This is an optimization exercise on Yosys and OpenROAD, whose aim is small area, a short achievable clock period and few clock cycles per item, not a production implementation. The RTL was checked by simulation tests, not by an equivalence proof against the original design.

Setup of red:
==> module sin, before the edit <==
module sin (
    input  logic        clk,
    input  logic        rst_n,
    input  logic [15:0] x,
    input  logic        start,
    output logic [15:0] result,
    output logic        done
);
logic [4:1]  st;
logic [14:0] ra, bnext;
logic [7:0]  b_one, b_two, n_one, n_two;
logic [6:0]  b_neg, n_neg;
logic [12:0] t1;
logic [15:0] acc, p, m3;
logic [2:0]  m3r;
always_ff @(posedge clk or negedge rst_n) begin
    if (!rst_n) begin
        st <= 4'b0000;
    end else begin
        st <= {st[3:1], done & start};
    end
end
assign done = ~|st;
sin_coeff_lut lut (.x(x[14:0]), .m3(m3));
assign acc = st[4] ? result : 16'h0000;
sin_datapath datapath (.ma(ra), .b_one(b_one), .b_two(b_two), .b_neg(b_neg), .acc(acc), .p(p),
                       .a(ra), .t1(t1));
always_comb begin
    if (st[1])      bnext = {2'b00, t1};
    else if (st[2]) bnext = 15'h0666;
    else if (done)  bnext = x[14:0];
    else            bnext = result[14:0];
end
sin_booth_enc enc (.b(bnext), .one(n_one), .two(n_two), .neg(n_neg));
always_ff @(posedge clk) begin
    ra    <= done ? x[14:0] : p[14:0];
    b_one <= n_one;
    b_two <= n_two;
    b_neg <= n_neg;
    m3r   <= m3[2:0];
end
always_ff @(posedge clk) begin
    if (st[1] | st[4]) result <= p;
    if (st[3])         result <= {1'b0, x[14:0]} - {1'b0, ra} - {13'b0, m3r};
end
endmodule
clock: 9.5 ns
lec_check: 0
cap_margin: 20
core_margin: 2
core_utilization: 40
setup_slack_margin: 4.0
slew_margin: 20
synth_hierarchical: 1
synth_minimum_keep_size: 0
run.sh (not shown) runs the stock make flow with config.mk's settings and CLKGATE_MAP_FILE= SYNTH_SCRIPT=/design/flow/synth_recipe.tcl, a recipe that flattens the netlist after the stock synthesis.
Testbench counts of red, summed over its fixed seeds: cycles 1,920, items 384.
Inputs modified between red and blue:
--- a/flow/design.v
+++ b/flow/design.v
@@ -692,17 +692,20 @@
 logic [14:0] ra, bnext;
 logic [7:0]  b_one, b_two, n_one, n_two;
 logic [6:0]  b_neg, n_neg;
 logic [12:0] t1;
 logic [15:0] acc, p, m3;
 logic [2:0]  m3r;
+logic        zero, lng;
+assign zero = x[14:0] < 15'h0748;     
+assign lng  = x[14:0] >= 15'h2a96;    
 always_ff @(posedge clk or negedge rst_n) begin
     if (!rst_n) begin
         st <= 4'b0000;
     end else begin
-        st <= {st[3:1], done & start};
+        st <= {st[3] & lng, st[2:1], done & start & ~zero};
     end
 end
 assign done = ~|st;
 sin_coeff_lut lut (.x(x[14:0]), .m3(m3));
 assign acc = st[4] ? result : 16'h0000;
 sin_datapath datapath (.ma(ra), .b_one(b_one), .b_two(b_two), .b_neg(b_neg), .acc(acc), .p(p),
@@ -719,12 +722,13 @@
     b_one <= n_one;
     b_two <= n_two;
     b_neg <= n_neg;
     m3r   <= m3[2:0];
 end
 always_ff @(posedge clk) begin
+    if (done & start & zero) result <= {1'b0, x[14:0]};
     if (st[1] | st[4]) result <= p;
     if (st[3])         result <= {1'b0, x[14:0]} - {1'b0, ra} - {13'b0, m3r};
 end
 endmodule
 module sin_booth_enc (
     input  logic [14:0] b,
Result: PASS for each of blue and red
red → blue: mapped cell area increased 280 um^2, final cycle utilization of the critical path increased 0.68 points.
Floorplan check, blue vs red: die outline larger in blue
Higher violation count after the first detailed-routing iteration was reported by red, not blue.
Compared with red, in blue post-cts repair resize count has increased, area of all placed cells without fillers higher.
Between blue and red, the met1 usage in global routing is higher for blue.
When blue is set beside red, its worst setup slack turns out to be 0.065 ns smaller.
Looking at launch point of the critical path, the ra[13]$_DFF_P_ result is from blue; the st[4]$_DFF_PN0_ one comes from red.
Testbench counts of blue, summed over its fixed seeds: cycles 1,704, items 384.

========
Another version of the RTL of sin (not shown whole).
Size in the first run: roughly 36 I/O pins, roughly 0.012 mm² of cells after synthesis.
==> module sin_coeff_lut, before the edit <==
module sin_coeff_lut (
    input  logic [14:0] x,
    output logic [15:0] m3
);
assign m3 = 16'(x >= 15'h657c) + 16'(x >= 15'h6df4) + 16'(x >= 15'h745c)
          + 16'(x >= 15'h799a) + 16'(x >= 15'h7e1c);
endmodule
==> module sin, before the edit <==
module sin (
    input  logic        clk,
    input  logic        rst_n,
    input  logic [15:0] x,
    input  logic        start,
    output logic [15:0] result,
    output logic        done
);
logic [4:1]  st;
logic [14:0] ra, bnext;
logic [7:0]  b_one, b_two, n_one, n_two;
logic [6:0]  b_neg, n_neg;
logic [12:0] t1;
logic [15:0] acc, p, m3;
logic [2:0]  m3r;
logic        zero, lng, med, lngr, medr;
assign zero = x[14:0] < 15'h0748;     
assign lng  = x[14:0] >= 15'h2a96;    
assign med  = ~zero & ~lng;           
always_ff @(posedge clk) begin
    lngr <= lng;
    medr <= med;
end
always_ff @(posedge clk or negedge rst_n) begin
    if (!rst_n) begin
        st <= 4'b0000;
    end else begin
        st <= {st[3], st[2] & lngr, st[1], done & start & ~zero};
    end
end
assign done = ~|st;
sin_coeff_lut lut (.x(x[14:0]), .m3(m3));
assign acc = (st[4] | (st[2] & medr)) ? result : 16'h0000;
sin_datapath datapath (.ma(ra), .b_one(b_one), .b_two(b_two), .b_neg(b_neg), .acc(acc), .cadd(st[2] & medr), .p(p),
                       .a(ra), .t1(t1));
always_comb begin
    if (st[1])      bnext = {2'b00, t1};
    else if (st[2]) bnext = 15'h0666;
    else if (done)  bnext = x[14:0];
    else            bnext = result[14:0];
end
sin_booth_enc enc (.b(bnext), .one(n_one), .two(n_two), .neg(n_neg));
always_ff @(posedge clk) begin
    ra    <= done ? x[14:0] : p[14:0];
    b_one <= n_one;
    b_two <= n_two;
    b_neg <= n_neg ^ {7{st[1] & medr}};    
    m3r   <= m3[2:0];
end
always_ff @(posedge clk) begin
    if (done & start) result <= {1'b0, x[14:0]};
    if ((st[1] & lngr) | (st[2] & medr) | st[4]) result <= p;
    if (st[3])         result <= {1'b0, x[14:0]} - {1'b0, ra} - {13'b0, m3r};
end
endmodule
==> flow/config.mk <==
export PLATFORM = sky130hd
export DESIGN_NAME = sin
export DESIGN_NICKNAME = sin
export VERILOG_FILES = /design/flow/design.v
export SDC_FILE = /design/flow/constraint.sdc
export NUM_CORES = 4
export LEC_CHECK = 0
export CAP_MARGIN = 20
export CORE_MARGIN = 2
export CORE_UTILIZATION = 40
export SETUP_SLACK_MARGIN = 4.0
export SLEW_MARGIN = 20
export SYNTH_HIERARCHICAL = 1
export SYNTH_MINIMUM_KEEP_SIZE = 0
==> flow/constraint.sdc <==
create_clock -name core_clock -period 9.5 [get_ports {clk}]
set_input_delay 1.9000 -clock core_clock [delete_from_list [all_inputs] [get_ports {clk}]]
set_output_delay 1.9000 -clock core_clock [all_outputs]
set_load 0.01 [all_outputs]
Testbench counts at the start, summed over its fixed seeds: cycles 1,600, items 384.
Next try:
--- a/flow/design.v
+++ b/flow/design.v
@@ -1,8 +1,31 @@
 module sin_coeff_lut (
     input  logic [14:0] x,
-    output logic [15:0] m3
+    output logic [15:0] m3,
+    output logic [3:0]  m2,
+    output logic        m2ok
 );
 assign m3 = 16'(x >= 15'h657c) + 16'(x >= 15'h6df4) + 16'(x >= 15'h745c)
           + 16'(x >= 15'h799a) + 16'(x >= 15'h7e1c);
+logic [15:1] t;
+assign t[1] = x >= 15'h2a96;
+assign t[2] = x >= 15'h3063;
+assign t[3] = x >= 15'h3443;
+assign t[4] = x >= 15'h3756;
+assign t[5] = x >= 15'h39bc;
+assign t[6] = x >= 15'h3bf5;
+assign t[7] = x >= 15'h3dd5;
+assign t[8] = x >= 15'h3f54;
+assign t[9] = x >= 15'h40ea;
+assign t[10] = x >= 15'h425e;
+assign t[11] = x >= 15'h4382;
+assign t[12] = x >= 15'h449e;
+assign t[13] = x >= 15'h45b0;
+assign t[14] = x >= 15'h46ba;
+assign t[15] = x >= 15'h47bc;
+assign m2[0] = (t[1] & ~t[2]) | (t[3] & ~t[4]) | (t[5] & ~t[6]) | (t[7] & ~t[8]) | (t[9] & ~t[10]) | (t[11] & ~t[12]) | (t[13] & ~t[14]) | t[15];
+assign m2[1] = (t[2] & ~t[4]) | (t[6] & ~t[8]) | (t[10] & ~t[12]) | t[14];
+assign m2[2] = (t[4] & ~t[8]) | t[12];
+assign m2[3] = t[8];
+assign m2ok = x < 15'h48b8;
 endmodule
 module sin_datapath (
@@ -725,9 +748,11 @@
 logic [6:0]  b_neg, n_neg;
 logic [12:0] t1;
-logic [15:0] acc, p, m3;
+logic [15:0] acc, p, m3, xsum, koff;
 logic [2:0]  m3r;
+logic [3:0]  m2s, m2r;
+logic        m2ok;
 logic        zero, lng, med, lngr, medr;
 assign zero = x[14:0] < 15'h0748;     
-assign lng  = x[14:0] >= 15'h2a96;    
+assign lng  = ~m2ok;                  
 assign med  = ~zero & ~lng;           
 always_ff @(posedge clk) begin
@@ -743,5 +768,5 @@
 end
 assign done = ~|st;
-sin_coeff_lut lut (.x(x[14:0]), .m3(m3));
+sin_coeff_lut lut (.x(x[14:0]), .m3(m3), .m2(m2s), .m2ok(m2ok));
 assign acc = (st[4] | (st[2] & medr)) ? result : 16'h0000;
 sin_datapath datapath (.ma(ra), .b_one(b_one), .b_two(b_two), .b_neg(b_neg), .acc(acc), .cadd(st[2] & medr), .p(p),
@@ -754,4 +779,6 @@
 end
 sin_booth_enc enc (.b(bnext), .one(n_one), .two(n_two), .neg(n_neg));
+sin_offset offset (.m2(m2r), .m1({1'b0, ra} & {16{st[3]}}), .m3(m3r), .k(koff));
+assign xsum = {1'b0, x[14:0]} + koff;
 always_ff @(posedge clk) begin
     ra    <= done ? x[14:0] : p[14:0];
@@ -760,9 +787,10 @@
     b_neg <= n_neg ^ {7{st[1] & medr}};    
     m3r   <= m3[2:0];
+    m2r   <= m2ok ? m2s : 4'd0;
 end
 always_ff @(posedge clk) begin
     if (done & start) result <= {1'b0, x[14:0]};
+    if ((st[1] & medr) | st[3]) result <= xsum;
     if ((st[1] & lngr) | (st[2] & medr) | st[4]) result <= p;
-    if (st[3])         result <= {1'b0, x[14:0]} - {1'b0, ra} - {13'b0, m3r};
 end
 endmodule
@@ -783,2 +811,10 @@
 end
 endmodule
+module sin_offset (
+    input  logic [3:0]  m2,
+    input  logic [15:0] m1,
+    input  logic [2:0]  m3,
+    output logic [15:0] k
+);
+assign k = {12'b0, m2} - m1 - {13'b0, m3};
+endmodule
Critical path depth increases by 2.
Core utilization falls by 1.8 points.
Via count rose by about a fifth.
Worst hold slack loses 62 ps.
Testbench counts after the change, summed over its fixed seeds: cycles 1,428, items 384.

## port drivers added, routing unchanged
The flow's constraints put no driver on any port. The routed layouts listed below were extracted and timed again, unchanged, in two steps.
Step 1 assumes that a clkbuf_16 drives the clock port and a buf_2 every other input.
Step 2 moves the port delays by t, midway between the first and last clock arrival at a register: inputs arrive t later, outputs are due t later. That takes back most of the time a late clock gives input paths.
Slacks: ideal / step 1 / step 2; pairs: ideal / step 1.
run	t, ns	setup slack, ns	worst data-port slew with drivers (ns)	pins driven straight from the clock port
red	0.362	4.220 / 4.220 / 4.220	0.03	1
blue	0.366	4.155 / 4.155 / 4.155	0.03	1
the first run of note 2	0.381	4.111 / 4.111 / 4.111	0.03	1
the second run of note 2	0.395	4.151 / 4.151 / 4.151	0.03	1
After both steps setup and hold are still met in every run listed.
